This is an optimization exercise on Yosys and OpenROAD, whose aim is small area and a short achievable clock period, not a production implementation.
Where RTL was checked, it was by simulation tests only, not by an equivalence proof against the original.
Power and IR drop assume default switching activity.

==> flow/design.v (excerpt) <==
module fixedFloatConversion(
  input wire clk,
  input wire rst,
  input wire[31:0] targetnumber,
  input wire[4:0] fixpointpos,
  input wire opcode,
  output reg[31:0] result);
wire        s  = targetnumber[31];
wire [30:0] t  = targetnumber[30:0];
wire [30:0] mag = s ? (~t + 31'd1) : t;
wire        nz  = |t;
wire [9:0] d     = 10'd150 - {5'd0, fixpointpos} - {2'd0, targetnumber[30:23]};
wire       valid = (d[9:5] == 5'd0);
wire [4:0] amt   = d[4:0];
wire [23:0] m = {1'b1, targetnumber[22:0]};
wire [30:0] revm;
genvar g;
generate
  for (g = 0; g < 24; g = g + 1) begin : rv
    assign revm[30-g] = m[g];
  end
endgenerate
assign revm[6:0] = 7'd0;
wire [30:0] x0 = opcode ? revm : mag;
wire z16 = opcode ? amt[4] : ~|x0[30:15];
wire [30:0] x1 = z16 ? {x0[14:0], 16'd0} : x0;
wire z8  = opcode ? amt[3] : ~|x1[30:23];
wire [30:0] x2 = z8 ? {x1[22:0], 8'd0} : x1;
wire z4  = opcode ? amt[2] : ~|x2[30:27];
wire [30:0] x3 = z4 ? {x2[26:0], 4'd0} : x2;
wire z2  = opcode ? amt[1] : ~|x3[30:29];
wire [30:0] x4 = z2 ? {x3[28:0], 2'd0} : x3;
wire z1  = opcode ? amt[0] : ~x4[30];
wire [30:0] y  = z1 ? {x4[29:0], 1'd0} : x4;
wire [4:0]  lz = {z16, z8, z4, z2, z1};
wire [7:0]  e  = 8'd157 - {3'd0, lz} - {3'd0, fixpointpos};
wire [31:0] fres = nz ? {s, e, y[29:7]} : 32'd0;
wire [23:0] v;
generate
  for (g = 0; g < 24; g = g + 1) begin : rb
    assign v[g] = y[30-g] & valid;
  end
endgenerate
wire [31:0] xres = s ? -{8'd0, v} : {8'd0, v};
always @(posedge clk) begin
  result <= opcode ? xres : fres;
end
endmodule
Size in the first run: about 1000 cells after synthesis, ~32 flip-flops, roughly 72 I/O pins, roughly 5500 sq um of cells after synthesis.
Settings: LEC_CHECK=0, ABC_AREA=1, CAP_MARGIN=20, CORE_MARGIN=2, CORE_UTILIZATION=40, SETUP_SLACK_MARGIN=2, SLEW_MARGIN=20; clock period 9.0 ns.
run.sh (not shown) runs the stock make flow with config.mk's settings and CLKGATE_MAP_FILE= SYNTH_SCRIPT=/design/flow/synth_recipe.tcl, a recipe that flattens the netlist after the stock synthesis.
The baseline finished clean.
Rerun with:
Settings changed: ABC_AREA 1 to not set, SETUP_SLACK_MARGIN 2 to not set.
Outcome: The new run passed the timing, design-rule and antenna checks; maximum frequency shrinks by about 18%; total power shrinks by about 13%; design area shrinks by 9.8%; routed wire length grows by 12%; non-clock buffer count shrinks by 18.
Rerun with:
Settings changed: ABC_AREA set to 1, SETUP_SLACK_MARGIN set to 4.
After rerunning: Via count goes up by 12%; power goes up by 26%; maximum frequency goes up by 29%; wire length goes up by 1.1%; final area goes up by 26%; synthesized area goes down by 6.4%; die area goes down by 6.2%; global-route usage goes up by 1.0 points; worst setup slack improved by 1.9 ns; sequential share of layout area goes down by 1.9 points.
Function was not checked in any run of this note: the RTL went through the layout flow alone.

========
== the previous run ==
The RTL this note starts from:
==> flow/design.v <==
`timescale 1ns / 1ps
module fixedFloatConversion(
  input wire clk,
  input wire rst,
  input wire[31:0] targetnumber,
  input wire[4:0] fixpointpos,
  input wire opcode,
  output reg[31:0] result);
wire        s  = targetnumber[31];
wire [30:0] t  = targetnumber[30:0];
wire        nz = |t;
wire [4:0] lz;
lzc32 ulz (.w({t ^ {31{s}}, 1'b1}), .lz(lz));
wire [8:0] sum   = {4'd0, fixpointpos} + {1'd0, targetnumber[30:23]} + 9'd9;
wire       valid = (sum[8:5] == 4'b0100);
wire [4:0] bsh   = sum[4:0];
wire [54:0] xa = {t, 24'd0};
wire [54:0] xb = {31'd0, 1'b1, t[22:0]};
wire [4:0]  sh = opcode ? bsh : lz;
wire pa1 = ~opcode & lz[4];
wire pa0 = ~opcode & ~lz[4];
wire pb1 = opcode & bsh[4];
wire pb0 = opcode & ~bsh[4];
wire [54:16] x1 = ({39{pa1}} & xa[38:0]) | ({39{pa0}} & xa[54:16])
                | ({39{pb1}} & xb[38:0]) | ({39{pb0}} & xb[54:16]);
wire [54:24] x2 = sh[3] ? x1[46:16] : x1[54:24];
wire [54:28] x3 = sh[2] ? x2[50:24] : x2[54:28];
wire [54:30] x4 = sh[1] ? x3[52:28] : x3[54:30];
wire [54:31] y  = sh[0] ? x4[53:30] : x4[54:31];
wire st = (~sh[2] & |x2[27:24]) | (~sh[1] & |x3[29:28]) | (~sh[0] & x4[30]);
wire        cin = ~opcode & st;
wire [24:0] vp;                  
prefix_or #(.N(25)) pb (.a({y[54:31], cin}), .y(vp));
wire [23:0] low = y[54:31] ^ ({24{s}} & vp[23:0]);
wire        pow2 = s & (&(t[30:1] | ~t[29:0]));
wire [7:0]  e  = 8'd157 - {3'd0, fixpointpos} - {3'd0, lz} + {7'd0, pow2};
wire keep = opcode ? valid : nz;
always @(posedge clk) begin
  result[22:0]  <= keep ? low[22:0] : 23'd0;
  result[30:23] <= keep ? (opcode ? {{7{s & vp[24]}}, low[23]} : e) : 8'd0;
  result[31]    <= keep & s & (~opcode | vp[24]);
end
endmodule
module lzc32 (
  input  wire [31:0] w,
  output wire [4:0]  lz);
  wire [15:0] z1; wire [15:0] c1;
  wire [7:0]  z2; wire [15:0] c2;
  wire [3:0]  z3; wire [11:0] c3;
  wire [1:0]  z4; wire [7:0]  c4;
  genvar i;
  generate
    for (i = 0; i < 16; i = i + 1) begin : l1
      assign z1[i] = ~(w[2*i+1] | w[2*i]);
      assign c1[i] = ~w[2*i+1];
    end
    for (i = 0; i < 8; i = i + 1) begin : l2
      assign z2[i] = z1[2*i+1] & z1[2*i];
      assign c2[2*i+1:2*i] = z1[2*i+1] ? {1'b1, c1[2*i]} : {1'b0, c1[2*i+1]};
    end
    for (i = 0; i < 4; i = i + 1) begin : l3
      assign z3[i] = z2[2*i+1] & z2[2*i];
      assign c3[3*i+2:3*i] = z2[2*i+1] ? {1'b1, c2[4*i+1:4*i]} : {1'b0, c2[4*i+3:4*i+2]};
    end
    for (i = 0; i < 2; i = i + 1) begin : l4
      assign z4[i] = z3[2*i+1] & z3[2*i];
      assign c4[4*i+3:4*i] = z3[2*i+1] ? {1'b1, c3[6*i+2:6*i]} : {1'b0, c3[6*i+5:6*i+3]};
    end
  endgenerate
  assign lz = z4[1] ? {1'b1, c4[3:0]} : {1'b0, c4[7:4]};
endmodule
module prefix_or #(parameter N = 32) (
  input  wire [N-1:0] a,
  output wire [N-1:0] y);
  localparam L = 5;               
  wire [N-1:0] p [0:L];
  assign p[0] = a;
  genvar k, i;
  generate
    for (k = 0; k < L; k = k + 1) begin : lv
      for (i = 0; i < N; i = i + 1) begin : bt
        if ((i >> k) & 1)
          assign p[k+1][i] = p[k][i] | p[k][((i >> k) << k) - 1];
        else
          assign p[k+1][i] = p[k][i];
      end
    end
  endgenerate
  assign y = p[L];
endmodule
clock: 9.0 ns
lec_check: 0
abc_area: 1
cap_margin: 20
cell_pad_in_sites_detail_placement: 0
cell_pad_in_sites_global_placement: 0
core_margin: 2
core_utilization: 40
setup_slack_margin: 3.6
slew_margin: 20
tns_end_percent: 0
standard.sh (not shown) runs the stock make flow with config.mk's settings and CLKGATE_MAP_FILE= SYNTH_SCRIPT=/design/flow/synth_recipe.tcl, a recipe that flattens the netlist after the stock synthesis.
==> flow/flow/run.sh <==
#!/bin/bash
# Standard layout with three changes:
#  - synthesis maps with the ABC script flow/map.abc (registers untouched:
#    abc runs without -dff, so the standard synthesis's flip-flops remain);
#  - the port buffers are the smallest buffer cell;
#  - no adder cells (ADDER_MAP_FILE empty): abc maps the adders as logic.
set -euo pipefail
W=$(pwd)
export BUFFER_PORTS_ARGS="-buffer_cell sky130_fd_sc_hd__buf_1"
# no half/full adder cells: the adders are left to abc as plain logic
export ADDER_MAP_FILE=""
{
  echo 'proc abc {args} {'
  echo '  set i [lsearch $args -script]'
  echo "  if {\$i >= 0} { lset args [expr {\$i+1}] $W/flow/map.abc }"
  echo '  yosys abc {*}$args'
  echo '}'
  cat "$W/synth_recipe.tcl"
} > "$W/my_synth.tcl"
sed -E "s#'?SYNTH_SCRIPT=[^ ']*'?#SYNTH_SCRIPT=$W/my_synth.tcl#" "$W/standard.sh" > "$W/my_standard.sh"
grep -q "SYNTH_SCRIPT=$W/my_synth.tcl" "$W/my_standard.sh"
bash "$W/my_standard.sh" > "$W/standard.log" 2>&1
==> flow/flow/map.abc <==
strash
dch -f
map -B 0.9
The previous run: no failed stages, no open violations at the end
Edits applied to the flow inputs when going from the previous run to the current run:
# the previous run
export LEC_CHECK = 0
export ABC_AREA = 1
export CAP_MARGIN = 20
export CELL_PAD_IN_SITES_DETAIL_PLACEMENT = 0
export CELL_PAD_IN_SITES_GLOBAL_PLACEMENT = 0
export CORE_MARGIN = 2
export CORE_UTILIZATION = 40
export SETUP_SLACK_MARGIN = 3.6
export SLEW_MARGIN = 20
export TNS_END_PERCENT = 0
create_clock -name core_clock -period 9.0 [get_ports {clk}]
# the current run
export LEC_CHECK = 0
export ABC_AREA = 1
export CAP_MARGIN = 20
export CORE_MARGIN = 2
export CORE_UTILIZATION = 40
export SETUP_SLACK_MARGIN = 3.6
export SLEW_MARGIN = 20
export TNS_END_PERCENT = 0
create_clock -name core_clock -period 9.0 [get_ports {clk}]
diff --git a/flow/flow/run.sh b/flow/flow/run.sh
--- a/flow/flow/run.sh
+++ b/flow/flow/run.sh
@@ -1,13 +1,10 @@
 #!/bin/bash
-# Standard layout with three changes:
+# Standard layout with two changes:
 #  - synthesis maps with the ABC script flow/map.abc (registers untouched:
 #    abc runs without -dff, so the standard synthesis's flip-flops remain);
-#  - the port buffers are the smallest buffer cell;
-#  - no adder cells (ADDER_MAP_FILE empty): abc maps the adders as logic.
+#  - the port buffers are the smallest buffer cell.
 set -euo pipefail
 W=$(pwd)
 export BUFFER_PORTS_ARGS="-buffer_cell sky130_fd_sc_hd__buf_1"
-# no half/full adder cells: the adders are left to abc as plain logic
-export ADDER_MAP_FILE=""
 {
   echo 'proc abc {args} {'
--- outcome ---
After detailed routing, the previous run needs more wire than the current run.
The standard cells in the current run occupy more silicon area than those in the previous run do.
Required time at the endpoint of the critical path is lower on the current run
Compared with the previous run, the current run shows number of cells produced by synthesis higher by 35.
The previous run ended up with sky130_fd_sc_hd__a21oi_1 as its slowest cell on the critical path; the current run ended up with sky130_fd_sc_hd__fa_1.
Via count came out higher on the current run than on the previous run.
Run comparison: the previous run launching element of the worst setup path targetnumber[31]; the current run launching element of the worst setup path targetnumber[23]
Comparing the previous run and the current run, the lower width of the die was measured on the previous run.
Looking only at total power, and setting everything else aside, the lower value of the previous run and the current run goes to the previous run.
From the previous run to the current run the numbers moved as follows: global placer's final weighted congestion saw an increase, count of clock-buffer cells in the layout increased by 1 relative to the old numbers, met3 wirelength from detailed routing climbed about 0.36%, simple-gate share of the synthesized area shrank by 3.4 points.

separate check: timing with driven ports:
Ports are ideal in the flow. The routed layouts listed here were re-timed in OpenROAD.
Step 1 sets driving cells, clkbuf_16 on the clock port and buf_2 on the other inputs (assumed; they add their load-dependent delay and slew).
Step 2 adds t to the input delays and takes it off the output delays; t is the mean of the earliest and latest rising clock arrival at the registers after step 1. Input paths then give back, and output paths get back, about the clock's delay inside the block.
Three values: no drivers, after step 1, after step 2; two values: the first two.
run | t, ns | setup slack, ns | latest minus earliest clock arrival (ns) | worst register clock-pin slew, ns
the first run of note 1 | 0.310 | 2.145 / 2.159 / 1.849 | 0.005 / 0.006 | 0.05 / 0.05
the second run of note 1 | 0.325 | 0.609 / 0.624 / 0.300 | 0.003 / 0.003 | 0.05 / 0.05
the third run of note 1 | 0.315 | 2.499 / 2.485 / 2.170 | 0.011 / 0.011 | 0.06 / 0.06
the previous run | 0.334 | 3.934 / 3.950 / 3.616 | 0.003 / 0.002 | 0.06 / 0.06
the current run | 0.316 | 3.924 / 3.939 / 3.623 | 0.003 / 0.002 | 0.05 / 0.05
After both steps setup and hold are still met in every run listed. The setup slack of the third run of note 1, which loses most, moves by -0.014 ns with the drivers and by -0.329 ns with both steps.
